This design comes from an exercise in tuning for small area on the open sky130 flow, not from production work. RTL that was checked went through simulation tests only; none was proved equivalent to the original. No functional check of the RTL was part of runs 1 and 2. The clock cells of runs 3 to 6 come from the design's own scripts or RTL, not from TritonCTS. The flow treats the clock pin as an ideal source. Dropping or thinning the clock tree relies on that and would not hold on a real chip. No activity file was given, so power comes from the tool's default toggle rates.

`flow/design.v`:
```
module uartwb_top (
  input  wire        clk_i,
  input  wire        nrst_i,
  input  wire        uart_rx,
  output wire        uart_tx,
  output wire [31:0] m_wb_addr_o,
  output wire [31:0] m_wb_data_o,
  input  wire [31:0] m_wb_data_i,
  output wire        m_wb_we_o,
  output wire        m_wb_cyc_o,
  output wire        m_wb_stb_o,
  input  wire        m_wb_ack_i
  );
  reg  [5:0] tmr;
  reg        ph;
  wire       half = tmr[5] & tmr[4] & tmr[0];    
  wire       full = half & ph;
  always @(posedge clk_i)
    if (!nrst_i) begin
      tmr <= 6'd0;
      ph  <= 1'b0;
    end else begin
      tmr <= half ? 6'd0 : tmr + 6'd1;
      ph  <= ph ^ half;
    end
  reg  [4:0] rc;
  reg  [3:0] bc;       
  reg  [7:0] acc;      
  reg [39:0] xs;       
  reg [31:0] ws;       
  reg        cyc;
  reg  [3:0] txc;      
  reg  [2:0] bs;       
  reg        txbit;    
  reg        pflag;    
  wire rc_end = rc[4] & rc[0];                   
  wire samp   = half & ~rc[0] & (rc[4:1] != 4'd0);
  wire ok     = &acc;
  wire we     = (xs[7:0] == 8'h01);
  wire done   = half & rc_end & (bc == 4'd9);
  wire tx_go  = full & (bc == 4'd10) & ~cyc & (txc == 4'd0);
  wire ack    = cyc & m_wb_ack_i;
  wire srcx   = bs[2] & (bs[1] ^ bs[0]);         
  wire srcw   = ~bs[2] & (bs[1:0] != 2'd0) | (bs == 3'd4);  
  wire txlat  = full & ((txc == 4'd7) | (txc[3] & (txc != 4'd15)));
  wire push   = samp & (bc <= 4'd4);
  wire pop    = full & srcx & txc[3] & ~pflag & ~push;
  wire xsh    = push | pop;
  always @(posedge clk_i)
    if (!nrst_i)
      rc <= 5'd0;
    else if (half)
      rc <= (((rc[4:1] == 4'd0) & uart_rx) | rc_end) ? 5'd0 : rc + 5'd1;
  always @(posedge clk_i)
    if (!nrst_i | tx_go)
      bc <= 4'd0;
    else if (half & rc_end & (bc != 4'd10))
      bc <= bc + 4'd1;
  always @(posedge clk_i)
    if (!nrst_i | tx_go)
      acc <= 8'd0;
    else if (samp)
      acc <= {acc[0] ^ uart_rx, acc[7:1]};
  always @(posedge clk_i)
    if (xsh)
      xs <= {uart_rx, xs[39:1]};
  wire wsh = (samp & (bc >= 4'd5) & (bc <= 4'd8)) | (txlat & srcw);
  always @(posedge clk_i)
    if (ack)
      ws <= {m_wb_data_i[7:0], m_wb_data_i[15:8], m_wb_data_i[23:16], m_wb_data_i[31:24]};
    else if (wsh)
      ws <= {uart_rx, ws[31:1]};
  always @(posedge clk_i)
    if (!nrst_i)
      cyc <= 1'b0;
    else if (done)
      cyc <= ok;
    else if (m_wb_ack_i)
      cyc <= 1'b0;
  always @(posedge clk_i)
    if (full & (txc != 4'd0))
      pflag <= 1'b0;
    else if (push)
      pflag <= 1'b1;
  always @(posedge clk_i)
    if (txlat)
      txbit <= srcx ? (xsh ? xs[1] : xs[0]) : ws[0];
  always @(posedge clk_i)
    if (!nrst_i) begin
      txc <= 4'd0;
      bs  <= 3'd0;
    end else if (full) begin
      if (txc == 4'd7)
        txc <= (bs != 3'd0) ? 4'd8 : 4'd0;
      else if (txc != 4'd0) begin
        txc <= txc + 4'd1;
        if (txc == 4'd15)
          bs <= (bs == 3'd6) ? 3'd0 : bs - 3'd1;
      end else if (tx_go) begin
        txc <= 4'd7;
        bs  <= ok ? (we ? 3'd6 : 3'd5) : 3'd0;
      end else if (bs != 3'd0)
        txc <= 4'd7;
    end
  assign uart_tx     = (txc == 4'd7) ? 1'b0 : (txc[3] ? txbit : 1'b1);
  assign m_wb_addr_o = {xs[15:8], xs[23:16], xs[31:24], xs[39:32]};
  assign m_wb_data_o = {ws[7:0], ws[15:8], ws[23:16], ws[31:24]};
  assign m_wb_we_o   = we;
  assign m_wb_cyc_o  = cyc;
  assign m_wb_stb_o  = cyc;
endmodule
```
`flow/flow/run.sh`:
```
#!/bin/bash
set -e
cp standard.sh standard_sh.txt
export BUFFER_PORTS_ARGS="-buffer_cell sky130_fd_sc_hd__buf_1"
export CTS_ARGS="-sink_clustering_enable -repair_clock_nets -dont_use_dummy_load"
bash standard.sh > standard.log 2>&1
```
`flow/standard.sh`:
```
#!/bin/bash
# synth_recipe.tcl (not shown) runs the flow's synth.tcl, then flattens the netlist and writes it again
# the make line also repeats each setting of config.mk as NAME=value (left out here)
make -C /OpenROAD-flow-scripts/flow DESIGN_CONFIG=/design/flow/config.mk WORK_HOME=/design/flow/orfs CLKGATE_MAP_FILE= SYNTH_SCRIPT=/design/flow/synth_recipe.tcl "${@:-finish}"
```
`flow/config.mk`:
```
export PLATFORM = sky130hd
export DESIGN_NAME = uartwb_top
export DESIGN_NICKNAME = uartwb_top
export VERILOG_FILES = /design/flow/design.v
export SDC_FILE = /design/flow/constraint.sdc
export NUM_CORES = 4
export LEC_CHECK = 0
export CAP_MARGIN = 20
export CORE_MARGIN = 2
export CORE_UTILIZATION = 40
export SLEW_MARGIN = 20
```
`flow/constraint.sdc`:
```
create_clock -name core_clock -period 10.0 [get_ports {clk_i}]
set_input_delay 2.0000 -clock core_clock [delete_from_list [all_inputs] [get_ports {clk_i}]]
set_output_delay 2.0000 -clock core_clock [all_outputs]
set_load 0.01 [all_outputs]
```
==> summary.txt, run 1 <==
- The number of antenna diodes in the final layout is 0.
- Based on the critical path, the design can be clocked at up to 283 MHz.
- For this configuration, the core starts out at a cell density of 0.409.
- The most used flip-flop cell after synthesis is sky130_fd_sc_hd__edfxtp_1.
- The number of warnings issued by yosys is 1.
- The horizontal die dimension is 112 um.
- Ranked by total cell area, the synthesized netlist is headed by sky130_fd_sc_hd__edfxtp_1, sky130_fd_sc_hd__dfxtp_1, sky130_fd_sc_hd__mux2_2, sky130_fd_sc_hd__buf_4, sky130_fd_sc_hd__ha_1.
- The family of cells with the greatest summed delay on the critical path is simple AND/OR/NAND/NOR gates.
- Measured against its own limit, the worst slew margin works out to 0.337.
- Leaving out fill and tap cells, the most frequent cell in the layout is sky130_fd_sc_hd__buf_1.
- The minimum period implied by the final worst setup slack is 3.53 ns.
- In this run the critical register-to-register path is captured at xs[8].
- The largest individual stage delay along the critical path comes from the cell sky130_fd_sc_hd__edfxtp_1.
- In this run the mean area of a mapped cell was 13.2 um^2.
- The first global-routing pass estimated 13700 um of wire.
- Measured in cells, the most critical reg-to-reg path has a length of 6.
- In this run the tool buffered the top-level ports with 103 buffer cells.
- In this run the number of H-tree levels came out at 3.
- The worst hold path passes through 0 cells.
- After floorplanning, the core was divided into 39 placement rows.
- The number of antenna violations at the first check in global routing is 0.
- The number of nets produced by synthesis is 402.
- The source-to-sink clock delay at the later pin of the worst-skew pair is 0.35 ns.
- The share of total power dissipated in sequential elements is 0.604.
- The number of max-capacitance violations reported is 0.
- The TritonCTS sink count is 106.
- The worst hold endpoint is xs[14].
- The area growth from synthesis to layout is 10.9%.
- The switching component of the power is 143 uW.
- The internal portion of the total power is 628 uW.
- The ratio of cells with drive above 1 in the final layout is 0.120.
- Summed over all cells, the static leakage comes to 0.00170 uW.
- The startpoint identified for the worst hold timing path is xs[15].
- The final worst-path cycle share is 0.353.
- The critical path in this run is classified as reg2out.
- At the end of the flow the core is filled with cells to 0.454.
- After detailed routing, the total wire length is 8290 um.
- The run finished with no timing, DRC or antenna violations.
- The clock arrives with 0.0172 ns of skew.
- The area fraction of the dominant cell type after synthesis is 0.471.
- STA classifies the critical path startpoint as a register.
- The first routing iteration left 140 violations.
- The finished layout holds 567 standard cells, fillers aside.
- The clock-pin slew reported for the worst setup and hold paths after clock tree synthesis is 0.06 ns.
- The number of hold violations in the final report is 0.
- The area of the core region is 11400 um^2.
- STA puts the critical path data required time at 8.00 ns.
- The max-slew violation total from the final report came to 0.
- The routed layout has 2780 vias.
- The cell area after synthesis is 4650 um^2.
- In this run the critical register-to-register path is launched from tmr[0].
- The first detailed-routing pass took 4 iterations.
- In the routed layout, each cell is associated on average with a via count of 4.90.
- The net total in the final layout is 476.
- The number of placed instances, taps included, is 558.
- The number of buffers between clock root and the deepest sink is 2.
- STA classifies the critical path endpoint as a primary output.
- The setup slack at placement is 6.60 ns.
- The number of global-route vias before repair is 2710.
- Walking the worst path, the cells encountered are nor4_1 -> and4b_1 -> buf_1.
- Counting the buffers created by CTS gives 9.
- The final antenna-violating net count is 0.
- The quantity of gates resized following cts is 0.
- After clock tree synthesis, the setup repair step added 0 buffers.
- The synthesized design spends more area on one cell type than any other, namely sky130_fd_sc_hd__edfxtp_1.
- For this run, design rule violations remaining after detail routing come to 0.
- The synthesized design contains 73 enable-type register cells.
- The library cells used most frequently in the layout, excluding fill and tap cells, are sky130_fd_sc_hd__buf_1, sky130_fd_sc_hd__edfxtp_1, sky130_fd_sc_hd__dfxtp_1.
- Across every metal layer, demand over resource in global routing totals 0.140.
- Yosys mapped the design onto 50 distinct sky130hd cell types.
- 104 I/O pins were placed.
- The CTS tree is built.
- The maximum number of pins on one net before global-route repair is 41.
- Setup violations remaining at the end of the flow were counted as 0.
- Adding up every negative setup slack in the final design gives 0 ns.
- The detailed-route wire length per cell is 14.6 um.
- Of the total power, the clock network draws 0.383.
- The die area is 12500 um^2.
- The worst hold path class is reg2reg.
- Setup repair after global routing left no endpoint under its margin.
- The worst path setup slack after routing is 6.47 ns.
- The half-perimeter wire length after placement is 5760 um.
- The residual overflow from global routing is 0.
- The combinational share of power is 0.014.
- Of all flip-flops after synthesis, the portion carrying an async set or reset was 0.
- Synthesis inferred 106 register bits.
- Of all nets on the critical path, the largest fanout is 3.
- The signal arrival time at the worst endpoint is 1.53 ns.
- The floorplan step set the die height to 112 um.
- The number of buffers added to fix hold violations after cts is 0.
- The total buffers and inverters traversed by the critical path is 1.
- The slack of the worst reg-to-reg path is 7.17 ns.
- The number of standard cells after synthesis is 352.
- The stage delay of the slowest cell on the critical path is 0.40 ns.
- The root cell of the clock tree is sky130_fd_sc_hd__clkbuf_16.
- The congestion estimate from routability-driven global placement came to 0.740.
- VDD sags by at most 0.0711 mV.
- Of the total power, the share spent switching nets is 0.185.
- For the pin with the worst max-slew slack, the measured transition is 0.994 ns.
- Of the synthesized area, sequential elements account for 0.613.
- The power density normalized to cell area is 149 nW/um^2.
routing by layer:
layer	global-route usage	part of all wire	vias up
met5	0	0	-
li1	-	-	1386
met3	0.0550	0.075	11
met1	0.189	0.49	1301
met4	0.0716	0.021	0
met2	0.194	0.42	82
worst max-delay path by stage:
| stage | endpoint | startpoint | cells after the start | slack (ns) |
|---|---|---|---|---|
| detailed placement | rc[3] | nrst_i | 5 | 6.60 |
| CTS | m_wb_we_o | xs[5] | 3 | 6.41 |
| finish | m_wb_we_o | xs[5] | 3 | 6.47 |
| global route | m_wb_we_o | xs[5] | 3 | 6.29 |
| global placement | rc[4] | nrst_i | 5 | 6.64 |
| floorplan | ws[0] | m_wb_ack_i | 3 | 6.38 |
per-stage QoR:
stage          cell area [um^2]  hold WS, ns  power, uW
6_report                   5160        0.453        770
4_1_cts                    5160        0.458        786
2_1_floorplan              4650        0.427        479
3_3_place_gp               4940        0.433        485
5_1_grt                    5160        0.468        801
3_5_place_dp               4940        0.438        485
power groups by stage:
| stage | Sequential, uW | Combinational (uW) | Clock, uW |
|---|---|---|---|
| finish | 465 | 10.5 | 295 |
| global placement | 474 | 10.4 | 0 |
| detailed placement | 475 | 10.7 | 0 |
| floorplan | 474 | 4.50 | 0 |
| global route | 465 | 12.2 | 324 |
| CTS | 465 | 10.8 | 310 |
synthesized netlist by cell type, types with 3 or more instances:
cell,n
sky130_fd_sc_hd__a211oi_1,3
sky130_fd_sc_hd__a21oi_1,12
sky130_fd_sc_hd__buf_1,3
sky130_fd_sc_hd__buf_4,34
sky130_fd_sc_hd__dfxtp_1,33
sky130_fd_sc_hd__edfxtp_1,73
sky130_fd_sc_hd__ha_1,14
sky130_fd_sc_hd__inv_1,14
sky130_fd_sc_hd__mux2_2,32
sky130_fd_sc_hd__mux2i_1,11
sky130_fd_sc_hd__nand2_1,15
sky130_fd_sc_hd__nand2b_1,3
sky130_fd_sc_hd__nand3_1,11
sky130_fd_sc_hd__nand3b_1,4
sky130_fd_sc_hd__nand4_1,4
sky130_fd_sc_hd__nor2_1,26
sky130_fd_sc_hd__nor2b_1,3
sky130_fd_sc_hd__nor3_1,4
sky130_fd_sc_hd__nor4_1,4
sky130_fd_sc_hd__xnor2_1,5
sky130_fd_sc_hd__xor2_1,5
state kept, by name, indices dropped and copies added, names as in the netlist:
name   count
txbit      1
rc         5
tmr        6
acc        8
bs         3
ph         1
bc         4
ws        32
cyc        1
xs        40
txc        4
pflag      1
cells by family after synthesis:
logic type      after synthesis  share of synthesized area
xor+xnor                     10                     0.0188
mux                          43                      0.101
flops                       106                      0.613
fa+ha+maj                    14                     0.0376
simple gates                 87                     0.0981
buf+inv                      57                     0.0771
compound gates               35                     0.0543
area by class of cell:
class                   instances  area [um^2]
fillers                      1072         6210
flip-flops and latches        106         2850
multi-input cells             189         1440
repair buffers                106          409
clock buffers                   9          225
well taps                     143          179
inverters                      14         52.6
==> inputs of run 2 (changes only) <==
==> flow/flow/run.sh (replaced) <==
#!/bin/bash
set -e
export BUFFER_PORTS_ARGS="-buffer_cell sky130_fd_sc_hd__buf_1"
export CTS_ARGS="-sink_clustering_enable -repair_clock_nets -dont_use_dummy_load"
export PRE_CTS_TCL="$PWD/flow/clock_tree.tcl"
export MY_CLK_NBUF=${MY_CLK_NBUF:-4}
export MY_CLK_CELL=${MY_CLK_CELL:-sky130_fd_sc_hd__clkbuf_16}
bash standard.sh > standard.log 2>&1
==> flow/flow/clock_tree.tcl (new file) <==
# One-level clock tree: clk_i drives nb buffers, each driving the flip-flops
# of one region (sinks split into 2 columns by x, then rows by y).
proc my_clock_tree { nb cell } {
  set block [ord::get_db_block]
  set dbu [$block getDbUnitsPerMicron]
  set sinks {}
  foreach pin [get_pins -of_objects [get_nets clk_i]] {
    if {[get_property $pin direction] ne "input"} continue
    set it [sta::sta_to_db_pin $pin]
    if {$it eq "NULL" || $it eq ""} continue
    set loc [[$it getInst] getLocation]
    lappend sinks [list [lindex $loc 0] [lindex $loc 1] $pin]
  }
  set n [llength $sinks]
  set cols [expr {$nb >= 2 ? 2 : 1}]
  set rows [expr {$nb / $cols}]
  set byx [lsort -integer -index 0 $sinks]
  set per [expr {int(ceil(double($n) / $cols))}]
  set g 0
  for {set c 0} {$c < $cols} {incr c} {
    set col [lsort -integer -index 1 [lrange $byx [expr {$c*$per}] [expr {($c+1)*$per-1}]]]
    set pr [expr {int(ceil(double([llength $col]) / $rows))}]
    for {set r 0} {$r < $rows} {incr r} {
      set grp [lrange $col [expr {$r*$pr}] [expr {($r+1)*$pr-1}]]
      if {[llength $grp] == 0} continue
      set pins {}; set sx 0; set sy 0
      foreach s $grp { lappend pins [lindex $s 2]; set sx [expr {$sx + [lindex $s 0]}]; set sy [expr {$sy + [lindex $s 1]}] }
      set cx [expr {double($sx) / [llength $grp] / $dbu}]
      set cy [expr {double($sy) / [llength $grp] / $dbu}]
      puts "clock buffer $g: [llength $grp] sinks at $cx $cy"
      insert_buffer -buffer_cell $cell -net clk_i -load_pins $pins -location [list $cx $cy] -buffer_name clkleaf$g -net_name clknet$g
      incr g
    }
  }
}

# Run before ORFS's clock_tree_synthesis, which then leaves clk_i alone
# (its nets already have clock buffers).
my_clock_tree $::env(MY_CLK_NBUF) $::env(MY_CLK_CELL)
==> run 2 against run 1 <==
- core utilization is 1.1 points lower
- still clean on timing, DRC and antenna
- die area stayed put
- global-route usage is 1.4 points lower
- worst setup slack better by 0.18 ns
- power is 15% lower
- synthesized area stayed put
==> summary.txt, run 2 <==
- The flow ran to the end and the layout has no timing, DRC or antenna violations.
- At the pin with the least slew margin, the transition time is 1.00 ns.
- The max-slew violation total from the final report was 0.
- After detailed routing, the number of vias per cell comes to 4.89.
- Headroom to the max-slew limit came out at 0.333.
- The number of antenna violations at the first check in global routing came to 0.
- The detailed-route wire length per cell is 14.4 um.
- The final-report setup violation count is 0.
- The type of element launching the critical path is a register.
- The flip-flop count of the largest register after layout is 40.
- The number of nets produced by synthesis is 402.
- In this run the post-CTS setup repair buffer count came out at 0.
- After floorplanning, the core was sized to cover 11400 um^2.
- The largest clock skew in the final design is 0.00786 ns.
- Entering global routing, the biggest net connects 41 pins.
- The layout has 1074 filler cells.
- The core occupancy in the finished layout is 0.443.
- The worst hold path belongs to the class reg2reg.
- The number of max-capacitance violations reported is 0.
- Of all nets on the critical path, the largest fanout is 3.
- The antenna diode count is 0.
- Row generation in the floorplan step produced 39 rows.
- The quantity of gates resized following cts is 0.
- The count of boundary I/O pins is 104.
- The count of cell types in the netlist is 50.
- In the final layout, the registers with the most flip-flops are xs: 40 flops, ws: 32 flops, acc: 8 flops.
- After synthesis the netlist holds a flip-flop and latch count of 106.
- The routed layout has 2746 vias.
- The static leakage is 0.00164 uW.
- The number of global-route vias before repair is 2672.
- The average cell area after synthesis is 13.2 um^2.
- The final worst-path cycle share is 0.335.
- Counting I/O delays and the setup requirement, the final critical path takes 3.35 ns.
- The commonest cells after synthesis are sky130_fd_sc_hd__edfxtp_1, sky130_fd_sc_hd__buf_4, sky130_fd_sc_hd__dfxtp_1.
- The clock-pin slew reported for the worst setup and hold paths after clock tree synthesis is 0.10 ns.
- The post-route non-filler standard cell count is 562.
- Summing all multi-input logic gate instances after layout gives 1440 um^2.
- The setup total negative slack is 0 ns.
- For this configuration, the core starts out at a cell density of 0.409.
- Of the post-synthesis cell area, the dominant cell type holds 0.471.
- Of the cells placed in the final design, the portion with a size suffix greater than 1 is 0.110.
- Along the worst hold path, the cell count comes to 0.
- The register ranked first by flip-flop count is xs.
- The weighted congestion reported at the end of routability-driven placement is 0.740.
- Static timing analysis puts the maximum clock frequency at 298 MHz.
- The largest total area in the synthesized netlist belongs to sky130_fd_sc_hd__edfxtp_1.
- The routed design has 8100 um of wire.
- Yosys attributes the largest share of cell area to sky130_fd_sc_hd__edfxtp_1, sky130_fd_sc_hd__dfxtp_1, sky130_fd_sc_hd__mux2_2, sky130_fd_sc_hd__buf_4, sky130_fd_sc_hd__ha_1.
- The half-perimeter wire length after placement is 5760 um.
- The most frequently used cell type in the post-synthesis netlist is sky130_fd_sc_hd__edfxtp_1.
- The first global-routing pass estimated 13500 um of wire.
- After detailed placement, the design holds a cell count of 558.
- The design draws 652 uW.
- The source-to-sink clock delay at the later pin of the worst-skew pair is 0.16 ns.
- Together, buffers and inverters on the worst path number 1.
- The number of iterations in the first detailed-routing pass is 4.
- From left edge to right edge, the die measures 112 um.
- On the critical path the largest part of the delay comes from simple AND/OR/NAND/NOR gates.
- The power density normalized to cell area is 130 nW/um^2.
- For this run, the register share of the synthesized area comes to 0.613.
- The register area is 2850 um^2.
- In the routed design, unresolved DRC markers number 0.
- The number of cells traversed by the worst register-to-register path is 6.
- The number of buffers added to fix hold violations after cts is 0.
- The depth of the critical timing path with buffers and inverters included is 3.
- The critical path start-end classification is reg2out.
- The kind of capture point of the worst setup path is a primary output.
- The detail route stage leaves a number of antenna-violating nets equal to 0.
- The commonest non-fill, non-tap cell in the layout is sky130_fd_sc_hd__buf_1.
- The largest single stage delay on the critical path is 0.41 ns.
- The height of the die is 112 um.
- The number of standard cells after synthesis is 352.
- The signal arrival time at the worst endpoint is 1.35 ns.
- The worst supply voltage drop on vdd is 0.0788 mV.
- In the synthesized netlist the dominant register cell turns out to be sky130_fd_sc_hd__edfxtp_1.
- The residual overflow from global routing is 0.
- The total cell area at the placement stage is 4940 um^2.
- Of all flip-flops after synthesis, the portion carrying an async set or reset was 0.
- Setup repair after global routing left no endpoint under its margin.
- Summing all non-filler instances in the final layout gives an area of 5040 um^2.
- The cell area after synthesis is 4650 um^2.
- In the layout the commonest cells are sky130_fd_sc_hd__buf_1, sky130_fd_sc_hd__edfxtp_1, sky130_fd_sc_hd__dfxtp_1.
- Counting flops with a built-in enable in the synthesized netlist gives 73.
- The net total in the final layout is 471.
- Relative to the synthesized area, the layout overhead comes to 8.20%.
- The signal on the critical path passes through nor4_1 -> and4b_1 -> buf_1.
- For this run, the number of Yosys warnings is 1.
- The slowest stage of the critical path belongs to the cell sky130_fd_sc_hd__edfxtp_1.
- The die covers 12500 um^2.
- Across all register-to-register paths, the minimum setup slack is 7.15 ns.
- Port buffering added 103 buffers.
- The number of hold violations in the final report is 0.
- The critical path data required time is 8.00 ns.
- The initial DRC count is 141.
- In the global route stage, overall resource usage came out at 0.125.
run 2: per-layer routing:
metal | share of wire | vias up | track usage
li1 | - | 1378 | -
met3 | 0.078 | 5 | 0.0316
met1 | 0.48 | 1283 | 0.184
met5 | 0 | - | 0
met4 | 0.010 | 0 | 0.0107
met2 | 0.43 | 80 | 0.197
run 2: worst register-to-register path: cells and delay by family (launching register included):
kind | cells | cell delay (ns)
AO/OA/AOI/OAI | 1 | 0.81
adder cells (fa/ha/maj) | 1 | 0.37
buffers and inverters | 2 | 0.33
flip-flops | 1 | 0.44
AND/OR/NAND/NOR | 2 | 0.49
run 2: layout make-up, without the clock buffers:
class / count / area share
Sequential cell: 106 / 0.566
Multi-Input combinational cell: 189 / 0.286
Tap cell: 143 / 0.0355
Inverter: 14 / 0.0104
Timing Repair Buffer: 106 / 0.0812
run 2: final timing paths:
kind | from | endpoint
worst max-delay path | xs[5] | m_wb_we_o
worst min-delay path | xs[10] | xs[9]
worst max register to register | tmr[0] | xs[10]
worst min register to register | xs[10] | xs[9]
run 2: kinds of logic after synthesis:
kind of cell	Yosys count	synth area share
buffers and inverters	57	0.0771
AOI/OAI and AO/OA	35	0.0543
adders and majority gates	14	0.0376
muxes	43	0.101
DFF	106	0.613
and+or+nand+nor	87	0.0981
xor gates and xnor gates	10	0.0188
run 2: report_power, final:
part	internal (uW)	leakage, uW	switching [uW]
clock	73.8	0.0000493	104
combinational	4.90	0.000672	5.66
sequential	463	0.000922	1.13
total	542	0.00164	110
run 2: stage by stage:
step	hold WS [ns]	setup WS [ns]
finish	0.457	6.65
global route	0.474	6.46
CTS	0.440	6.59
detailed placement	0.438	6.60
global placement	0.433	6.64
floorplan	0.427	6.38
==> inputs of run 3 (changes only) <==
--- a/flow/design.v
+++ b/flow/design.v
@@ -14,14 +14,16 @@
   reg  [5:0] tmr;
   reg        ph;
-  wire       half = tmr[5] & tmr[4] & tmr[0];    
+  wire       half = tmr[0] & tmr[1] & tmr[4] & tmr[5];
   wire       full = half & ph;
   always @(posedge clk_i)
-    if (!nrst_i) begin
+    if (!nrst_i | half)
       tmr <= 6'd0;
-      ph  <= 1'b0;
-    end else begin
-      tmr <= half ? 6'd0 : tmr + 6'd1;
-      ph  <= ph ^ half;
-    end
+    else
+      tmr <= {tmr[4:0], ~(tmr[0] ^ tmr[5])};
+  always @(posedge clk_i)
+    if (!nrst_i)
+      ph <= 1'b0;
+    else
+      ph <= ph ^ half;
   reg  [4:0] rc;
   reg  [3:0] bc;       
@@ -57,9 +59,8 @@
     else if (half & rc_end & (bc != 4'd10))
       bc <= bc + 4'd1;
+  wire aclr = (bc == 4'd0) & (rc == 5'd0);
   always @(posedge clk_i)
-    if (!nrst_i | tx_go)
-      acc <= 8'd0;
-    else if (samp)
-      acc <= {acc[0] ^ uart_rx, acc[7:1]};
+    if (samp | aclr)
+      acc <= {(acc[0] ^ uart_rx) & ~aclr, acc[7:1]};
   always @(posedge clk_i)
     if (xsh)
@@ -67,8 +68,7 @@
   wire wsh = (samp & (bc >= 4'd5) & (bc <= 4'd8)) | (txlat & srcw);
   always @(posedge clk_i)
-    if (ack)
-      ws <= {m_wb_data_i[7:0], m_wb_data_i[15:8], m_wb_data_i[23:16], m_wb_data_i[31:24]};
-    else if (wsh)
-      ws <= {uart_rx, ws[31:1]};
+    if (ack | wsh)
+      ws <= ({m_wb_data_i[7:0], m_wb_data_i[15:8], m_wb_data_i[23:16], m_wb_data_i[31:24]} & {32{ack}})
+          | ({uart_rx, ws[31:1]} & {32{wsh}});
   always @(posedge clk_i)
     if (!nrst_i)
==> flow/flow/run.sh (replaced) <==
#!/bin/bash
set -e
export BUFFER_PORTS_ARGS="-buffer_cell sky130_fd_sc_hd__buf_1"
export PRE_CTS_TCL="$PWD/flow/clock_tree.tcl"
export MY_CLK_NBUF=4
export MY_CLK_CELL=sky130_fd_sc_hd__buf_12
export MY_CLK_ROOT=
bash standard.sh > standard.log 2>&1
==> flow/flow/clock_tree.tcl (replaced) <==
# Clock tree built by hand, before ORFS's clock tree step (which then skips
# clk_i, whose nets already have buffers).  The flip-flops are split by
# position into nb groups (2 columns, each cut into nb/2 rows); each group is
# driven by one leaf cell placed at its centre.  With an inverting leaf cell,
# clk_i drives one inverting root cell that drives the leaves, so the
# flip-flops see clk_i's polarity.
proc my_clock_tree { nb leaf_cell {root_cell ""} } {
  set block [ord::get_db_block]
  set dbu [$block getDbUnitsPerMicron]
  set clk [$block findNet clk_i]
  set sinks {}
  foreach it [$clk getITerms] {
    if {![$it isInputSignal] && [$it getIoType] ne "INPUT"} continue
    set loc [[$it getInst] getLocation]
    lappend sinks [list [lindex $loc 0] [lindex $loc 1] $it]
  }
  set n [llength $sinks]
  set cols [expr {$nb >= 2 ? 2 : 1}]
  set rows [expr {$nb / $cols}]
  set byx [lsort -integer -index 0 $sinks]
  set per [expr {int(ceil(double($n) / $cols))}]
  set lmaster [[ord::get_db] findMaster $leaf_cell]
  set src $clk
  if {$root_cell ne ""} {
    set rmaster [[ord::get_db] findMaster $root_cell]
    set root [odb::dbInst_create $block $rmaster clkroot]
    set src [odb::dbNet_create $block clknet_root]
    $src setSigType CLOCK
    [$root findITerm A] connect $clk
    [$root findITerm [expr {[$root findITerm Y] ne "NULL" ? "Y" : "X"}]] connect $src
  }
  set g 0
  set ax 0; set ay 0
  for {set c 0} {$c < $cols} {incr c} {
    set col [lsort -integer -index 1 [lrange $byx [expr {$c*$per}] [expr {($c+1)*$per-1}]]]
    set pr [expr {int(ceil(double([llength $col]) / $rows))}]
    for {set r 0} {$r < $rows} {incr r} {
      set grp [lrange $col [expr {$r*$pr}] [expr {($r+1)*$pr-1}]]
      if {[llength $grp] == 0} continue
      set sx 0; set sy 0
      foreach s $grp { set sx [expr {$sx + [lindex $s 0]}]; set sy [expr {$sy + [lindex $s 1]}] }
      set cx [expr {$sx / [llength $grp]}]
      set cy [expr {$sy / [llength $grp]}]
      set ax [expr {$ax + $cx}]; set ay [expr {$ay + $cy}]
      set leaf [odb::dbInst_create $block $lmaster clkleaf$g]
      set net [odb::dbNet_create $block clknet_leaf$g]
      $net setSigType CLOCK
      foreach s $grp { set it [lindex $s 2]; $it disconnect; $it connect $net }
      set out [expr {[$leaf findITerm Y] ne "NULL" ? "Y" : "X"}]
      [$leaf findITerm A] connect $src
      [$leaf findITerm $out] connect $net
      $leaf setLocation $cx $cy
      $leaf setPlacementStatus PLACED
      puts "clock leaf $g: [llength $grp] sinks at [expr {$cx/$dbu}] [expr {$cy/$dbu}]"
      incr g
    }
  }
  if {$root_cell ne ""} {
    $root setLocation [expr {$ax / $g}] [expr {$ay / $g}]
    $root setPlacementStatus PLACED
  }
}

# Sourced by ORFS's cts.tcl (PRE_CTS_TCL) just before its clock_tree_synthesis
# call: build the tree here, then let that call only mark the clock propagated.
my_clock_tree $::env(MY_CLK_NBUF) $::env(MY_CLK_CELL) $::env(MY_CLK_ROOT)
rename clock_tree_synthesis orfs_clock_tree_synthesis
proc clock_tree_synthesis {args} {
  puts "clock tree built by flow/clock_tree.tcl"
  set_propagated_clock [all_clocks]
}
==> run 3 against run 2 <==
- still clean
- synthesized cell count decreased by 4.5%
- wire length up 5.6%
- fmax fell by 3.4%
- largest power group unchanged
- highest routed layer unchanged
==> summary.txt, run 3 <==
- The number of hold violations in the final report is 0.
- The first global-routing pass estimated 13800 um of wire.
- In the post-synthesis netlist, the biggest area contributors are sky130_fd_sc_hd__edfxtp_1, sky130_fd_sc_hd__dfxtp_1, sky130_fd_sc_hd__a22o_1, sky130_fd_sc_hd__buf_4, sky130_fd_sc_hd__ha_1.
- At the end of routability-driven placement, the weighted congestion stood at 0.816.
- The sequential cell area fraction in the yosys report is 0.645.
- The area fraction of the dominant cell type after synthesis is 0.535.
- The number of antenna violations at the first check in global routing was 0.
- The number of global-route vias before repair is 2680.
- For this run, design rule violations remaining after detail routing come to 0.
- The detailed-route vias per instance is 5.21.
- Wires add up to 8550 um.
- The quantity of gates resized following cts is 0.
- Setup violations remaining at the end of the flow were counted as 0.
- By count the netlist is led by sky130_fd_sc_hd__edfxtp_1, sky130_fd_sc_hd__buf_4, sky130_fd_sc_hd__a22o_1.
- The ratio of cells with drive above 1 in the final layout is 0.0403.
- The count of input and output buffers is 103.
- The average cell area after synthesis is 13.5 um^2.
- The via count is 2796.
- The library cell used most frequently in the layout, excluding fill and tap cells, is sky130_fd_sc_hd__buf_1.
- The number of nets produced by synthesis is 385.
- For the pin with the worst max-slew slack, the measured transition is 0.735 ns.
- In this run the core area contains 38 standard-cell rows.
- The number of hold buffers added after CTS was 0.
- The critical path start-end classification is in2reg.
- The fraction of registers with async set or reset after synthesis is 0.
- The net total in the final layout is 448.
- The final worst-path cycle share is 0.347.
- The area overhead of the layout relative to synthesis is 7.34%.
- Measured along the y axis, the die boundary spans 111 um.
- The synthesized netlist contains 51 unique library cells.
- The initial utilization of the core area, before any placement, comes to 0.414.
- By instance count, the leading cell after synthesis is sky130_fd_sc_hd__edfxtp_1.
- The synthesized design contains 106 register bits.
- Data on the critical path is required at its endpoint by 10.02 ns.
- The register ranked first by flip-flop count is xs.
- The critical path goes through buf_1 -> or4b_2 -> o21a_1 -> o21ai_0 -> nor2_1.
- At the later pin of the worst-skew pair, clock insertion delay measures 0.14 ns.
- The number of max-capacitance violations reported is 0.
- The minimum period implied by the final worst setup slack is 3.47 ns.
- The floorplan step defined a die boundary enclosing 12200 um^2.
- Data on the critical path arrives at its endpoint at 3.49 ns.
- Final hold analysis gives a worst-case slack of 0.453 ns.
- The flip-flop count of the largest register after layout is 40.
- For this design the static power due to leakage is 0.00169 uW.
- Power spread over the standard cell area amounts to 133 nW/um^2.
- From left edge to right edge, the die measures 111 um.
- Setup repair after global routing left no endpoint under its margin.
- The worst setup path is launched from a primary input.
- The synthesized design contains 81 enable-type register cells.
- In the layout the commonest cells are sky130_fd_sc_hd__buf_1, sky130_fd_sc_hd__edfxtp_1, sky130_fd_sc_hd__a22o_1.
- The kind of capture point of the worst setup path is a register.
- The half-perimeter wire length after placement is 6040 um.
- Once the clock tree was built, the setup fixing pass inserted 0 buffers.
- On the worst path, the slowest cell contributes a delay of 0.66 ns.
- The max-slew violation total from the final report is 0.
- The total buffers and inverters traversed by the critical path is 1.
- After clock tree synthesis, the clock-pin slew on the worst setup and hold paths is 0.10 ns.
- The setup total negative slack is 0 ns.
- Pin placement for this block handled 104 I/O pins.
- VDD sags by at most 0.0786 mV.
- For this design, the slowest cell found on the critical path is sky130_fd_sc_hd__or4b_2.
- The cell area after synthesis is 4550 um^2.
- The number of warnings issued by yosys is 1.
- Entering global routing, the biggest net connects 34 pins.
- The largest registers in the layout are xs: 40 flops, ws: 32 flops, acc: 8 flops.
- The clock arrives with 0.0118 ns of skew.
- The cell type with the highest aggregate area in the netlist is sky130_fd_sc_hd__edfxtp_1.
- The area of the core region is 11000 um^2.
- The family of cells with the greatest summed delay on the critical path is simple AND/OR/NAND/NOR gates.
- The final antenna-violating net count is 0.
- Headroom to the max-slew limit came out at 0.510.
- In this run the worst path has a maximum fanout of 4.
- The total track usage is 0.132.
- For this block, the initial DRC count from the detailed router was 71.
- The flow ran to the end and the layout has no timing, DRC or antenna violations.
- The first detailed-routing pass ran for 4 iterations.
- After technology mapping, the gate count stands at 336.
- The dominant synthesized flop cell is sky130_fd_sc_hd__edfxtp_1.
- The repair_antennas step left the layout with diodes totalling 0.
- Timing would allow up to 288 MHz.
- The detailed-route wire length per cell is 15.9 um.
- The min-delay analysis places its worst path in the category reg2reg.
- The residual overflow from global routing is 0.
-- run 3: changes by cell type after synthesis, moves of 3 or more --
cell | before | now
sky130_fd_sc_hd__a22o_1 | 0 | 33
sky130_fd_sc_hd__dfxtp_1 | 33 | 25
sky130_fd_sc_hd__clkbuf_1 | 2 | 5
sky130_fd_sc_hd__nor2_1 | 26 | 14
sky130_fd_sc_hd__nand3_1 | 11 | 4
sky130_fd_sc_hd__nand4_1 | 4 | 8
sky130_fd_sc_hd__mux2i_1 | 11 | 5
sky130_fd_sc_hd__edfxtp_1 | 73 | 81
sky130_fd_sc_hd__mux2_2 | 32 | 0
sky130_fd_sc_hd__and3_1 | 2 | 6
sky130_fd_sc_hd__a21oi_1 | 12 | 16
sky130_fd_sc_hd__inv_1 | 14 | 11
sky130_fd_sc_hd__nor4_1 | 4 | 1
-- run 3: where the power goes --
group	leakage (uW)	internal, uW	switching, uW
registers	0.00104	467	0.470
clock network	0.0000376	65.3	106
logic	0.000608	4.43	4.87
-- run 3: path summary, 6_finish.rpt --
kind	start	end	slack, ns	cells past startpoint
worst max register to register	tmr[0]	ws[13]	6.64	6
worst min register to register	xs[34]	xs[33]	0.45	0
worst min-delay path	xs[34]	xs[33]	0.45	0
worst max-delay path	uart_rx	rc[3]	6.53	5
-- run 3: cells by family after synthesis --
group | synth area share
flip-flops | 0.645
AND/OR/NAND/NOR | 0.0883
AO/OA/AOI/OAI | 0.122
buffers and inverters | 0.0844
adder cells (fa/ha/maj) | 0.0358
XOR/XNOR | 0.0135
multiplexers | 0.0110
-- run 3: stage by stage --
| stage | instance area [um^2] | power [uW] | util | std cells | setup WS (ns) |
|---|---|---|---|---|---|
| 6_report | 4880 | 649 | 0.445 | 537 | 6.53 |
| 5_1_grt | 4880 | 669 | 0.445 | 537 | 6.37 |
| 4_1_cts | 4880 | 654 | 0.445 | 537 | 6.20 |
| 3_5_place_dp | 4800 | 487 | 0.437 | 533 | 6.23 |
| 3_3_place_gp | 4800 | 487 | 0.437 | 533 | 6.38 |
| 2_1_floorplan | 4550 | 481 | - | 336 | 5.58 |
-- run 3: layout make-up --
type / count / area (um^2)
buffer: 4 / 80.1
fill: 1029 / 6100
inverter: 13 / 48.8
multi-input combinational: 169 / 1240
sequential: 106 / 2930
tap: 140 / 175
timing repair buffer: 105 / 402
-- run 3: layer usage --
| metal | up-vias | part of all wire | global-route usage |
|---|---|---|---|
| li1 | 1343 | - | - |
| met1 | 1359 | 0.48 | 0.198 |
| met2 | 91 | 0.46 | 0.213 |
| met3 | 3 | 0.059 | 0.0176 |
| met4 | 0 | 0.0044 | 0.0100 |
| met5 | - | 0 | 0 |
==> inputs of run 4 (changes only) <==
--- a/flow/design.v
+++ b/flow/design.v
@@ -28,5 +28,5 @@
   reg  [4:0] rc;
   reg  [3:0] bc;       
-  reg  [7:0] acc;      
+  reg        bad;      
   reg [39:0] xs;       
   reg [31:0] ws;       
@@ -35,8 +35,7 @@
   reg  [2:0] bs;       
   reg        txbit;    
-  reg        pflag;    
   wire rc_end = rc[4] & rc[0];                   
   wire samp   = half & ~rc[0] & (rc[4:1] != 4'd0);
-  wire ok     = &acc;
+  wire ok     = ~bad;
   wire we     = (xs[7:0] == 8'h01);
   wire done   = half & rc_end & (bc == 4'd9);
@@ -47,5 +46,6 @@
   wire txlat  = full & ((txc == 4'd7) | (txc[3] & (txc != 4'd15)));
   wire push   = samp & (bc <= 4'd4);
-  wire pop    = full & srcx & txc[3] & ~pflag & ~push;
+  wire pflag  = rc[0] & (rc[4:1] != 4'd0);
+  wire pop    = full & srcx & txc[3] & ~pflag;
   wire xsh    = push | pop;
   always @(posedge clk_i)
@@ -59,16 +59,21 @@
     else if (half & rc_end & (bc != 4'd10))
       bc <= bc + 4'd1;
-  wire aclr = (bc == 4'd0) & (rc == 5'd0);
+  wire rot  = samp & (bc == 4'd9);
+  wire colx = xs[0] ^ xs[8] ^ xs[16] ^ xs[24] ^ xs[32] ^ ws[0] ^ ws[8] ^ ws[16] ^ ws[24];
   always @(posedge clk_i)
-    if (samp | aclr)
-      acc <= {(acc[0] ^ uart_rx) & ~aclr, acc[7:1]};
+    if ((bc == 4'd0) & (rc == 5'd0))
+      bad <= 1'b0;
+    else if (rot & ~(colx ^ uart_rx))
+      bad <= 1'b1;
   always @(posedge clk_i)
-    if (xsh)
-      xs <= {uart_rx, xs[39:1]};
+    if (xsh | rot)
+      xs <= rot ? {xs[32], xs[39:33], xs[24], xs[31:25], xs[16], xs[23:17], xs[8], xs[15:9], xs[0], xs[7:1]}
+                : {uart_rx, xs[39:1]};
   wire wsh = (samp & (bc >= 4'd5) & (bc <= 4'd8)) | (txlat & srcw);
   always @(posedge clk_i)
-    if (ack | wsh)
+    if (ack | wsh | rot)
       ws <= ({m_wb_data_i[7:0], m_wb_data_i[15:8], m_wb_data_i[23:16], m_wb_data_i[31:24]} & {32{ack}})
-          | ({uart_rx, ws[31:1]} & {32{wsh}});
+          | ({uart_rx, ws[31:1]} & {32{wsh}})
+          | ({ws[24], ws[31:25], ws[16], ws[23:17], ws[8], ws[15:9], ws[0], ws[7:1]} & {32{rot}});
   always @(posedge clk_i)
     if (!nrst_i)
@@ -78,9 +83,4 @@
     else if (m_wb_ack_i)
       cyc <= 1'b0;
-  always @(posedge clk_i)
-    if (full & (txc != 4'd0))
-      pflag <= 1'b0;
-    else if (push)
-      pflag <= 1'b1;
   always @(posedge clk_i)
     if (txlat)
==> run 4 against run 3 <==
- synthesized cell count is the same
- critical path depth grew 2
- worst hold slack gained 0.0030 ns
- cell count is the same
- clock power shrank 5%
- die area shrank 3.5%
- register-to-register slack lost 0.38 ns
- synthesized area shrank 3.6%
- core utilization shrank 0.58 points
- cell area shrank 3.4%
==> summary.txt, run 4 <==
- The internal power is 501 uW.
- The critical-path maximum fanout is 32.
- The worst path setup slack after routing is 6.26 ns.
- The switching component of the power is 103 uW.
- The clock arrives with 0.00632 ns of skew.
- The setup slack at placement is 6.31 ns.
- Summed over all cells, the static leakage comes to 0.00158 uW.
- Detailed routing inserted a total of 2738 vias.
- The number of nets produced by synthesis is 384.
- Dividing the synthesized area by the synthesized cell count gives 13.0 um^2.
- In this run, synthesis produced a sequential element count of 98.
- In the routed layout, each cell is associated on average with a via count of 5.10.
- The die area is 11800 um^2.
- At the pin with the least slew margin, the transition time is 0.982 ns.
- The number of buffers inserted to repair setup after CTS is 0.
- Of the total power, registers draw 0.715.
- The flip-flop count of the largest register after layout is 40.
- The sequential cell area fraction in the yosys report is 0.614.
- Setup repair after global routing left no endpoint under its margin.
- The residual overflow from global routing is 0.
- After technology mapping, the gate count stands at 336.
- For this configuration, the core starts out at a cell density of 0.408.
- The area of the core region is 10700 um^2.
- The quantity of gates resized following cts is 0.
- The largest individual stage delay along the critical path comes from the cell sky130_fd_sc_hd__or2_2.
- Summed over all instances, the cell type with the most area after synthesis is sky130_fd_sc_hd__edfxtp_1.
- The residual DRC count is 0.
- The net count of the finished layout is 447.
- The kind of capture point of the worst setup path is a register.
- After detailed routing, the average wire length per cell comes to 15.7 um.
- The routed wire length is 8450 um.
- Setup violations remaining at the end of the flow were counted as 0.
- The first TritonRoute pass finished after 4 iterations.
- Dividing total power by cell area gives a power density of 128 nW/um^2.
- The critical path start-end classification is reg2reg.
- Among the stages of the critical path, the cell type that occurs most often is sky130_fd_sc_hd__nand2_1.
- The number of cells traversed by the worst register-to-register path is 7.
- The number of buffers and inverters on the critical path is 1.
- Clock-pin slew was measured on the worst setup and hold paths at 0.10 ns.
- After routing, the total negative slack on setup checks comes to 0 ns.
- The area overhead of the layout relative to synthesis is 7.56%.
- The family of cells with the greatest summed delay on the critical path is simple AND/OR/NAND/NOR gates.
- The worst-case IR drop observed on VDD is 0.112 mV.
- The worst register-to-register path begins at tmr[0].
- The antenna diode count is 0.
- After synthesis, the most frequently instantiated cells are sky130_fd_sc_hd__edfxtp_1, sky130_fd_sc_hd__a22o_1, sky130_fd_sc_hd__buf_4.
- The worst hold path class is reg2reg.
- The max-slew violation total from the final report was 0.
- In the layout the commonest cells are sky130_fd_sc_hd__buf_1, sky130_fd_sc_hd__edfxtp_1, sky130_fd_sc_hd__a22o_1.
- Entering global routing, the biggest net connects 41 pins.
- Data arrives at the worst endpoint at 3.51 ns.
- The worst setup path endpoint is ws[30].
- The most frequently used cell type in the post-synthesis netlist is sky130_fd_sc_hd__edfxtp_1.
- The flow ran to the end and the layout has no timing, DRC or antenna violations.
- Measured against its own limit, the worst slew margin works out to 0.344.
- For this run, the leading register cell type out of synthesis is sky130_fd_sc_hd__edfxtp_1.
- The commonest non-fill, non-tap cell in the layout is sky130_fd_sc_hd__buf_1.
- The number of global-route vias before repair was 2608.
- The largest registers in the layout are xs: 40 flops, ws: 32 flops, tmr: 6 flops.
- Input and output buffers added on the ports amount to 103.
- Timing would allow up to 267 MHz.
- The horizontal die dimension is 109 um.
- The number of max-capacitance violations reported is 0.
- The synthesized design contains 73 enable-type register cells.
- In the final layout, the share of cells above drive strength 1 is 0.0403.
- The number of warnings issued by yosys is 1.
- The number of hold violations in the final report came to 0.
- Traced cell by cell, the critical path runs through nand4_1 -> inv_1 -> ha_1 -> o21a_1 -> nand2_1 -> nand2_1 -> or2_2.
- The count of standard-cell rows is 38.
- The minimum period implied by the final worst setup slack is 3.74 ns.
- Of the total power, the share spent switching nets is 0.170.
- The count of boundary I/O pins is 104.
- The final worst-path cycle share is 0.374.
- The worst setup path startpoint is tmr[0].
- The cell area after synthesis is 4380 um^2.
- The initial DRC count is 172.
- The register with the most flip-flops in the final layout is xs.
- The share of total power dissipated in the clock network is 0.269.
- The source-to-sink clock delay at the later pin of the worst-skew pair is 0.13 ns.
- The largest single stage delay on the critical path is 0.76 ns.
- The fraction of registers with async set or reset after synthesis is 0.
- At the end of routability-driven placement, the weighted congestion stood at 0.830.
- The depth of the critical timing path with buffers and inverters included is 7.
- The combinational share of power is 0.016.
- The count of cell types in the netlist is 48.
- The core occupancy in the finished layout is 0.439.
- The area fraction of the dominant cell type after synthesis is 0.500.
- The total track usage is 0.138.
- The wire length of the first global-routing pass is 13200 um.
- From bottom edge to top edge, the die measures 109 um.
- The endpoint of the lowest-slack register-to-register path is ws[30].
- The HPWL after detailed placement is 6040 um.
- In this run, post-CTS hold repair placed 0 buffers.
- The worst setup path is launched from a register.
- At the worst endpoint, the required time is 9.77 ns.
- Ranked by total cell area, the synthesized netlist is headed by sky130_fd_sc_hd__edfxtp_1, sky130_fd_sc_hd__dfxtp_1, sky130_fd_sc_hd__a22o_1, sky130_fd_sc_hd__buf_4, sky130_fd_sc_hd__ha_1.
- The number of antenna violations at the first check in global routing is 0.
- The final antenna-violating net count is 0.
- Setup slack on the worst reg-to-reg path comes out at 6.26 ns.
run 4: cell types whose count changed in the layout (fill, tap and decap cells not counted), sizes merged, moves of 3 or more:
cell,previous run,this run
nand3b,4,1
xor2,4,7
o21ai,2,7
mux2i,5,2
a21oi,16,10
edfxtp,81,73
mux2,0,6
nor2,14,22
xnor2,3,7
run 4: how the worst min path moves through the flow:
stage          startpoint     end  depth (start not counted)
2_1_floorplan       xs[5]   xs[4]                          0
3_3_place_gp       xs[18]  xs[17]                          0
3_5_place_dp       xs[30]  xs[29]                          0
4_1_cts            xs[30]  xs[29]                          0
5_1_grt            xs[21]  xs[20]                          0
6_report           xs[30]  xs[29]                          0
run 4: layout make-up:
| type | count | area [um^2] |
|---|---|---|
| fill | 1052 | 6030 |
| sequential | 98 | 2690 |
| multi-input combinational | 179 | 1330 |
| timing repair buffer | 104 | 394 |
| tap | 140 | 175 |
| buffer | 4 | 80.1 |
| inverter | 12 | 45.0 |
run 4: metrics by stage:
step,hold slack (ns),cells,area (um^2),power (uW)
after floorplan,0.427,336,4380,444
after global placement,0.426,533,4640,451
after detailed placement,0.436,533,4640,451
after CTS,0.459,537,4720,608
after global routing,0.470,537,4720,624
final,0.456,537,4720,604
run 4: worst reg2reg max path: cells and delay by family (launching register included):
kind / cells / cell delay (ns)
AOI/OAI and AO/OA: 1 / 0.20
adders and majority gates: 1 / 0.39
buffers and inverters: 1 / 0.36
and+or+nand+nor: 4 / 2.04
DFF: 1 / 0.37
run 4: layer usage:
| metal | global-route usage | routed length (um) | vias to the layer above |
|---|---|---|---|
| li1 | - | - | 1329 |
| met2 | 0.219 | 3870 | 77 |
| met1 | 0.211 | 4000 | 1324 |
| met3 | 0.0126 | 438 | 8 |
| met5 | 0 | 0 | - |
| met4 | 0.0201 | 142 | 0 |
run 4: kinds of logic (layout without fill, tap and decap cells):
logic type / after synthesis / count (layout) / synth area share
simple gates: 75 / 75 / 0.0950
fa+ha+maj: 12 / 12 / 0.0342
xor+xnor: 15 / 15 / 0.0331
buf+inv: 59 / 120 / 0.0833
mux: 8 / 8 / 0.0200
compound gates: 69 / 69 / 0.120
flops: 98 / 98 / 0.614
run 4: power by group through the flow:
stage | Combinational [uW] | Clock [uW] | Sequential, uW
finish | 9.80 | 162 | 432
CTS | 9.94 | 167 | 432
detailed placement | 9.88 | 0 | 441
global route | 11.2 | 181 | 432
floorplan | 3.41 | 0 | 441
global placement | 9.74 | 0 | 441
==> inputs of run 5 (changes only) <==
--- a/flow/flow/run.sh
+++ b/flow/flow/run.sh
@@ -1,4 +1,8 @@
 #!/bin/bash
 set -e
+rm -rf orfs_scripts
+cp -r "$FLOW_HOME/scripts" orfs_scripts
+cp flow/abc.script orfs_scripts/abc_speed.script
+export SCRIPTS_DIR="$PWD/orfs_scripts"
 export BUFFER_PORTS_ARGS="-buffer_cell sky130_fd_sc_hd__buf_1"
 export PRE_CTS_TCL="$PWD/flow/clock_tree.tcl"
==> flow/flow/abc.script (new file) <==
strash
dch
amap
strash
dch
amap
==> run 5 against run 4 <==
- worst setup slack improved by 0.24 ns
- cell count rose by 3.5%
- via count rose by 5.2%
- critical path depth fell by 3
- clock skew rose by 0.0044 ns
- flip-flop and latch count did not move
- register-to-register slack improved by 0.38 ns
- synthesized cell count rose by 2.7%
- clock power barely moved
- combinational power fell by 4.0%
- global-route usage rose by 0.47 points
- critical path type is now in2reg
- still clean on timing, DRC and antenna
==> summary.txt, run 5 <==
- The flow ran to the end and the layout has no timing, DRC or antenna violations.
- The number of cells traversed by the worst register-to-register path is 7.
- The antenna diode count is 0.
- For this run, global-route usage on met2 was measured as 0.241.
- Pin placement for this block handled 104 I/O pins.
- The global-route met1 utilization is 0.205.
- The number of max-capacitance violations reported is 0.
- The setup path with the least slack is of type in2reg.
- Sorting the synthesized cells by how often they occur yields sky130_fd_sc_hd__edfxtp_1, sky130_fd_sc_hd__clkinv_1, sky130_fd_sc_hd__buf_4.
- Across the whole layout, storage elements account for 2690 um^2.
- The netlist uses 31 different library cells.
- The initial core utilization is 0.409.
- STA classifies the critical path endpoint as a register.
- Setup repair after global routing left no endpoint under its margin.
- The number of hold violations in the final report is 0.
- The number of iterations in the first detailed-routing pass is 4.
- The count of input and output buffers is 103.
- At the worst endpoint, the arrival time is 3.39 ns.
- Ranked by flip-flop count, first place goes to xs.
- VDD sags by at most 0.0845 mV.
- Of the total power, combinational logic draws 0.016.
- For this run, the number of Yosys warnings is 1.
- The number of nets produced by synthesis is 393.
- Leaving out fill and tap cells, the most frequent cell in the layout is sky130_fd_sc_hd__buf_1.
- The quantity of gates resized following cts is 0.
- Dividing total power by cell area gives a power density of 131 nW/um^2.
- Of the total power, registers draw 0.715.
- The fill cell total of the finished layout is 1020.
- The residual DRC count is 0.
- The stage delay of the slowest cell on the critical path is 0.69 ns.
- The source-to-sink clock delay at the later pin of the worst-skew pair is 0.13 ns.
- Dividing the final minimum period by the clock period gives 0.350.
- The routed wire length is 8210 um.
- The area overhead of the layout relative to synthesis is 9.49%.
- For this block, the initial DRC count from the detailed router was 135.
- The number of buffers added to fix hold violations after cts is 0.
- The max-slew violation total from the final report is 0.
- Measured along the y axis, the die boundary spans 107 um.
- Setup violations remaining at the end of the flow were counted as 0.
- By area the synthesized netlist is led by sky130_fd_sc_hd__edfxtp_1, sky130_fd_sc_hd__dfxtp_1, sky130_fd_sc_hd__buf_4, sky130_fd_sc_hd__a22o_1, sky130_fd_sc_hd__ha_1.
- The family of cells with the greatest summed delay on the critical path is buffers and inverters.
- In this run the horizontal extent of the chip is 107 um.
- Traced cell by cell, the critical path runs through buf_1 -> nand2_1 -> clkinv_1 -> a22o_1.
- Of the total power, the share spent switching nets is 0.170.
- The residual overflow from global routing is 0.
- The final antenna-violating net count is 0.
- The worst hold path belongs to the class reg2reg.
- The core region is 10300 um^2.
- The number of antenna violations at the first check in global routing is 0.
- At the pin with the least slew margin, the transition time is 1.00 ns.
- The global routing stage identified its most utilized layer as met2.
- The half-perimeter wire length after placement is 6000 um.
- The weighted congestion reported at the end of routability-driven placement is 0.778.
- The internal power is 501 uW.
- The share of synthesized area in the top cell type comes to 0.521.
- Clock skew on the completed layout was measured at 0.0107 ns.
- The number of standard cells after synthesis is 345.
- The detailed-route wire length per cell is 14.8 um.
- After synthesis, the mean cell area works out to 12.2 um^2.
- The most frequently used cell type in the post-synthesis netlist is sky130_fd_sc_hd__edfxtp_1.
- After detailed placement, the design holds a cell count of 552.
- The cell type with the highest aggregate area in the netlist is sky130_fd_sc_hd__edfxtp_1.
- The total track usage is 0.143.
- The post-route non-filler standard cell count is 556.
- Setup total negative slack on the finished layout was measured at 0 ns.
- The met3 track demand over resource is 0.0196.
- The count of standard-cell rows is 37.
- The synthesized design contains 98 register bits.
- Of the cells placed in the final design, the portion with a size suffix greater than 1 is 0.0143.
- The die covers 11400 um^2.
- The largest registers in the layout are xs: 40 flops, ws: 32 flops, tmr: 6 flops.
- In this run the static leakage power is 0.00150 uW.
- Of the total power, the clock network draws 0.269.
- The highest clock frequency the design can meet is 286 MHz.
- Counting flops with an async set or reset pin after synthesis yields a share of 0.
- The first global-routing pass estimated 13500 um of wire.
- On the critical path, the stage with the largest delay is an instance of sky130_fd_sc_hd__clkinv_1.
- In this run the worst path has a maximum fanout of 32.
- The total cell area at the placement stage is 4530 um^2.
- The total buffers and inverters traversed by the critical path is 2.
- The minimum period implied by the final worst setup slack is 3.50 ns.
- The finished cells cover 4610 um^2.
- STA classifies the critical path startpoint as a primary input.
- In the routed layout, each cell is associated on average with a via count of 5.18.
- The flip-flop count of the largest register after layout is 40.
- The top cell types in the final layout, fill and taps aside, are sky130_fd_sc_hd__buf_1, sky130_fd_sc_hd__edfxtp_1, sky130_fd_sc_hd__clkinv_1.
- Summing over every cut layer, the via total after detailed routing is 2881.
- The switching component of the power is 103 uW.
- The worst relative slew slack is 0.330.
- The number of enable flip-flop cells after synthesis is 73.
- After synthesis the cells add up to 4210 um^2.
- Entering global routing, the biggest net connects 41 pins.
- Buffers added to address setup during post-CTS repair amount to 0.
- The critical path data required time is 9.89 ns.
- The number of global-route vias before repair came to 2759.
- The worst hold path passes through 2 cells.
- The critical path runs through a total of 4 cells.
- The final layout contains 470 nets.
- The clock-pin slew reported for the worst setup and hold paths after clock tree synthesis is 0.10 ns.
- The dominant synthesized flop cell is sky130_fd_sc_hd__edfxtp_1.
- In the final layout, the multi-input gates occupy 1130 um^2.
- For this run, the register share of the synthesized area comes to 0.640.
[run 5: cell families (layout without fill, tap and decap cells)]
| logic type | count (synthesis) | count (layout) | synth area share |
|---|---|---|---|
| simple gates | 80 | 80 | 0.0827 |
| buf+inv | 71 | 146 | 0.0928 |
| compound gates | 83 | 83 | 0.147 |
| xor+xnor | 1 | 1 | 0.00208 |
| flops | 98 | 98 | 0.640 |
| fa+ha+maj | 12 | 12 | 0.0357 |
[run 5: final cells by class]
class                      instances  area share
tap                              136      0.0369
sequential                        98       0.585
timing repair buffer             104      0.0856
buffer                             4      0.0174
inverter                          38      0.0310
multi-input combinational        176       0.244
[run 5: path summary, 6_finish.rpt]
check                               to        from  slack (ns)
worst max register to register   ws[2]      tmr[0]        6.64
worst min register to register  tmr[2]      tmr[1]        0.43
worst min-delay path            tmr[2]      tmr[1]        0.43
worst max-delay path             ws[2]  m_wb_ack_i        6.50
[run 5: worst reg2reg max path: stages (launching register included)]
cell and delay, ns:
sky130_fd_sc_hd__dfxtp_1 0.35, sky130_fd_sc_hd__nand2_1 0.07, sky130_fd_sc_hd__nor3_1 0.57, sky130_fd_sc_hd__nand3_1 0.24, sky130_fd_sc_hd__nor2_1 0.41, sky130_fd_sc_hd__clkinv_1 0.45, sky130_fd_sc_hd__nand2_1 0.87, sky130_fd_sc_hd__a22o_1 0.27
[run 5: routing by layer]
layer | vias to the layer above | part of all wire | wire [um]
li1 | 1391 | - | -
met2 | 97 | 0.45 | 3730
met3 | 6 | 0.063 | 518
met5 | - | 0 | 0
met4 | 0 | 0.0097 | 80
met1 | 1387 | 0.47 | 3870
[run 5: power by group through the flow]
stage,combinational (uW),clock (uW),sequential [uW]
2_1_floorplan,2.91,0,441
3_3_place_gp,9.32,0,441
3_5_place_dp,9.47,0,441
4_1_cts,9.49,169,432
5_1_grt,10.6,182,432
6_report,9.41,163,432
[run 5: per-stage QoR]
stage / hold slack (ns) / utilization / setup slack (ns) / total power, uW
after floorplan: 0.404 / - / 6.63 / 444
after global placement: 0.416 / 0.440 / 6.36 / 450
after detailed placement: 0.425 / 0.440 / 6.28 / 450
after CTS: 0.440 / 0.448 / 6.45 / 610
after global routing: 0.456 / 0.448 / 6.24 / 624
final: 0.433 / 0.448 / 6.50 / 604
==> inputs of run 6 (changes only) <==
--- a/flow/design.v
+++ b/flow/design.v
@@ -68,12 +68,10 @@
   always @(posedge clk_i)
     if (xsh | rot)
-      xs <= rot ? {xs[32], xs[39:33], xs[24], xs[31:25], xs[16], xs[23:17], xs[8], xs[15:9], xs[0], xs[7:1]}
-                : {uart_rx, xs[39:1]};
+      xs <= {rot ? xs[8] : uart_rx, xs[39:9], rot ? xs[0] : xs[8], xs[7:1]};
   wire wsh = (samp & (bc >= 4'd5) & (bc <= 4'd8)) | (txlat & srcw);
   always @(posedge clk_i)
     if (ack | wsh | rot)
       ws <= ({m_wb_data_i[7:0], m_wb_data_i[15:8], m_wb_data_i[23:16], m_wb_data_i[31:24]} & {32{ack}})
-          | ({uart_rx, ws[31:1]} & {32{wsh}})
-          | ({ws[24], ws[31:25], ws[16], ws[23:17], ws[8], ws[15:9], ws[0], ws[7:1]} & {32{rot}});
+          | ({rot ? ws[0] : uart_rx, ws[31:1]} & {32{wsh | rot}});
   always @(posedge clk_i)
     if (!nrst_i)
@@ -104,6 +102,6 @@
     end
   assign uart_tx     = (txc == 4'd7) ? 1'b0 : (txc[3] ? txbit : 1'b1);
-  assign m_wb_addr_o = {xs[15:8], xs[23:16], xs[31:24], xs[39:32]};
-  assign m_wb_data_o = {ws[7:0], ws[15:8], ws[23:16], ws[31:24]};
+  assign m_wb_addr_o = {xs[39:32], xs[15:8], xs[23:16], xs[31:24]};
+  assign m_wb_data_o = {ws[31:24], ws[7:0], ws[15:8], ws[23:16]};
   assign m_wb_we_o   = we;
   assign m_wb_cyc_o  = cyc;
==> run 6 against run 5 <==
- cell area hardly changed
- combinational power is 1% higher
- cell count is 1.1% lower
- clock skew is 0.0021 ns lower
- sequential share of layout area hardly changed
- worst hold slack worse by 0.0057 ns
- worst setup slack worse by 0.11 ns
- register-to-register slack worse by 0.25 ns
- flip-flop and latch count stayed put
- core utilization is 0.17 points higher
- highest routed layer unchanged
==> summary.txt, run 6 <==
- Synthesis produced a netlist whose cell count is 337.
- For this run, the number of Yosys warnings is 1.
- Walking the worst path, the cells encountered are clkinv_1 -> nor3_1 -> clkinv_1 -> or3_1 -> nor2_1 -> clkinv_1 -> nand2_1 -> buf_4.
- Global routing finished with a remaining overflow of 0.
- The total track usage is 0.135.
- The library cells used most frequently in the layout, excluding fill and tap cells, are sky130_fd_sc_hd__buf_1, sky130_fd_sc_hd__edfxtp_1, sky130_fd_sc_hd__clkinv_1.
- The number of antenna violations at the first check in global routing is 0.
- The average cell area after synthesis is 12.4 um^2.
- The highest clock frequency the design can meet is 277 MHz.
- The worst hold margin is 0.428 ns.
- The commonest cells after synthesis are sky130_fd_sc_hd__edfxtp_1, sky130_fd_sc_hd__clkinv_1, sky130_fd_sc_hd__buf_4.
- After detailed routing, the total wire length is 7910 um.
- The internal power is 501 uW.
- The worst setup path is launched from a register.
- The flow ran to the end and the layout has no timing, DRC or antenna violations.
- Summed over all nets, the switching power comes to 102 uW.
- The number of nets produced by synthesis is 385.
- Among the stages of the critical path, the cell type that occurs most often is sky130_fd_sc_hd__clkinv_1.
- The count of standard-cell rows is 37.
- The maximum number of pins on one net before global-route repair is 33.
- The half-perimeter wire length after placement is 5780 um.
- Counting flops with a built-in enable in the synthesized netlist gives 73.
- The kind of capture point of the worst setup path is a register.
- The critical path start-end classification is reg2reg.
- The number of hold violations in the final report was 0.
- After synthesis, the cell types taking the most area are sky130_fd_sc_hd__edfxtp_1, sky130_fd_sc_hd__dfxtp_1, sky130_fd_sc_hd__a22o_1, sky130_fd_sc_hd__buf_4, sky130_fd_sc_hd__ha_1.
- The mapped netlist covers 4190 um^2.
- The final-report setup violation count is 0.
- The library cell used most frequently in the layout, excluding fill and tap cells, is sky130_fd_sc_hd__buf_1.
- The filler cells instantiated in the layout total 963.
- The ratio of cells with drive above 1 in the final layout is 0.0193.
- The worst hold path class is reg2reg.
- The sequential cell area fraction in the yosys report is 0.643.
- In this run, synthesis produced a sequential element count of 98.
- Setup repair after global routing left no endpoint under its margin.
- Routability-driven placement finished with a final weighted congestion of 0.816.
- The worst path needs 3.61 ns of the cycle, external delays included.
- From bottom edge to top edge, the die measures 106 um.
- For this run, the detailed router's first-pass iteration total came to 4.
- The number of buffers added to fix hold violations after cts is 0.
- In this run the static leakage power is 0.00152 uW.
- For this design the ratio of total power to cell area is 131 nW/um^2.
- The register ranked first by flip-flop count is xs.
- The detailed-route vias per instance is 5.02.
- The worst relative slew slack is 0.428.
- The cell type with the highest aggregate area in the netlist is sky130_fd_sc_hd__edfxtp_1.
- The number of antenna diodes in the final layout is 0.
- The routed layout has 2761 vias.
- The combinational share of power is 0.016.
- The number of global-route vias before repair is 2629.
- The horizontal die dimension is 106 um.
- For this configuration, the core starts out at a cell density of 0.409.
- In the final layout, the registers with the most flip-flops are xs: 40 flops, ws: 32 flops, tmr: 6 flops.
- Data on the critical path is required at its endpoint by 9.81 ns.
- Once the clock tree was built, the resizer swapped 0 gates to a different size.
- The flip-flop count of the largest register after layout is 40.
- The most frequently used cell type in the post-synthesis netlist is sky130_fd_sc_hd__edfxtp_1.
- The max-slew violation total from the final report was 0.
- Of all nets on the critical path, the largest fanout is 27.
- In the final routed layout, each cell accounts on average for 14.4 um.
- The worst supply voltage drop on vdd is 0.0771 mV.
- Compared with the post-synthesis result, the final layout area differs by 9.92%.
- The source-to-sink clock delay at the later pin of the worst-skew pair is 0.13 ns.
- Of the available clock period, the critical path in the final layout requires 0.361.
- In the synthesized netlist the async set-or-reset flop fraction comes to 0.
- Once the clock tree was built, the setup fixing pass inserted 0 buffers.
- The residual DRC count is 0.
- For this design the top-level I/O count stands at 104.
- The slew at the pin closest to its max-slew limit is 0.853 ns.
- In this run the remaining antenna-violating nets after routing total 0.
- The count of cell types in the netlist is 30.
- The area of the core region is 10200 um^2.
- The share of total power dissipated in sequential elements is 0.716.
- Max-cap violations in this run came to 0.
- The die area is 11300 um^2.
- After clock tree synthesis, the clock-pin slew on the worst setup and hold paths is 0.10 ns.
- The signal arrival time at the worst endpoint is 3.42 ns.
- After the first detailed-routing iteration, the DRC count stood at 94.
- The dominant synthesized flop cell is sky130_fd_sc_hd__edfxtp_1.
- The stage delay of the slowest cell on the critical path is 0.61 ns.
- The largest clock skew in the final design is 0.00861 ns.
- The area fraction of the dominant cell type after synthesis is 0.524.
- The count of input and output buffers is 103.
- The slowest stage of the critical path belongs to the cell sky130_fd_sc_hd__nor3_1.
- The proportion of total power due to net switching is 0.170.
- The share of total power dissipated in the clock network is 0.268.
- After routing, the total negative slack on setup checks comes to 0 ns.
- The net total in the final layout is 464.
- The first global-routing pass estimated 12800 um of wire.
==> run 6: cell count changes after synthesis, moves of 3 or more <==
cell | before | now
sky130_fd_sc_hd__clkinv_1 | 38 | 34
sky130_fd_sc_hd__nor2_1 | 30 | 24
sky130_fd_sc_hd__o21ai_0 | 9 | 12
sky130_fd_sc_hd__or3_1 | 0 | 3
sky130_fd_sc_hd__a22o_1 | 28 | 31
sky130_fd_sc_hd__o22ai_1 | 11 | 6
sky130_fd_sc_hd__nor2b_1 | 2 | 5
sky130_fd_sc_hd__o221ai_1 | 4 | 1
==> run 6: cell type report <==
class                      count  area (um^2)  share of cell area
inverter                      34          128              0.0277
multi-input combinational    172         1120               0.244
timing repair buffer         106          409              0.0889
buffer                         4         80.1              0.0174
tap                          136          170              0.0370
sequential                    98         2690               0.585
==> run 6: power groups by stage <==
| stage | Sequential, uW | Combinational, uW | Clock (uW) |
|---|---|---|---|
| detailed placement | 441 | 9.56 | 0 |
| CTS | 432 | 9.56 | 168 |
| global route | 432 | 10.8 | 181 |
| global placement | 441 | 9.61 | 0 |
| finish | 432 | 9.51 | 162 |
| floorplan | 441 | 2.70 | 0 |
==> run 6: logic make-up after synthesis <==
kind of cell	after synthesis	synth area share
XOR/XNOR	3	0.00628
flip-flops	98	0.643
AO/OA/AOI/OAI	82	0.144
AND/OR/NAND/NOR	75	0.0813
adder cells (fa/ha/maj)	12	0.0359
buffers and inverters	67	0.0897
==> run 6: worst paths after layout <==
| check | start | endpoint | slack, ns | cells past startpoint |
|---|---|---|---|---|
| min reg2reg | tmr[1] | tmr[2] | 0.43 | 2 |
| min | tmr[1] | tmr[2] | 0.43 | 2 |
| max | tmr[4] | xs[28] | 6.39 | 8 |
| max reg2reg | tmr[4] | xs[28] | 6.39 | 8 |
==> run 6: worst max-delay path: cells and delay by family, from the launching register on <==
kind	cells	cell delay, ns
simple gates	4	1.87
buf+inv	4	1.07
flops	1	0.34
==> run 6: routing by layer <==
metal | wire length [um] | GRT usage | vias up
met3 | 488 | 0.0135 | 7
met2 | 3460 | 0.217 | 100
met4 | 82 | 0.0113 | 0
met5 | 0 | 0 | -
li1 | - | - | 1370
met1 | 3880 | 0.206 | 1284
==> run 6: per-stage QoR <==
| stage | std cells | total power (uW) | setup WS, ns | area [um^2] | utilization |
|---|---|---|---|---|---|
| floorplan | 337 | 443 | 5.21 | 4190 | - |
| global placement | 546 | 450 | 6.38 | 4520 | 0.442 |
| detailed placement | 546 | 450 | 6.33 | 4520 | 0.442 |
| CTS | 550 | 609 | 6.36 | 4600 | 0.450 |
| global route | 550 | 624 | 5.94 | 4600 | 0.450 |
| finish | 550 | 603 | 6.39 | 4600 | 0.450 |

Setup slack of run 6, layout unchanged: 6.388 ns with ideal ports, 6.388 ns with driving cells assumed (clock clkbuf_16, inputs buf_2), 6.380 ns with port delays also shifted by the 0.208 ns mid clock arrival.
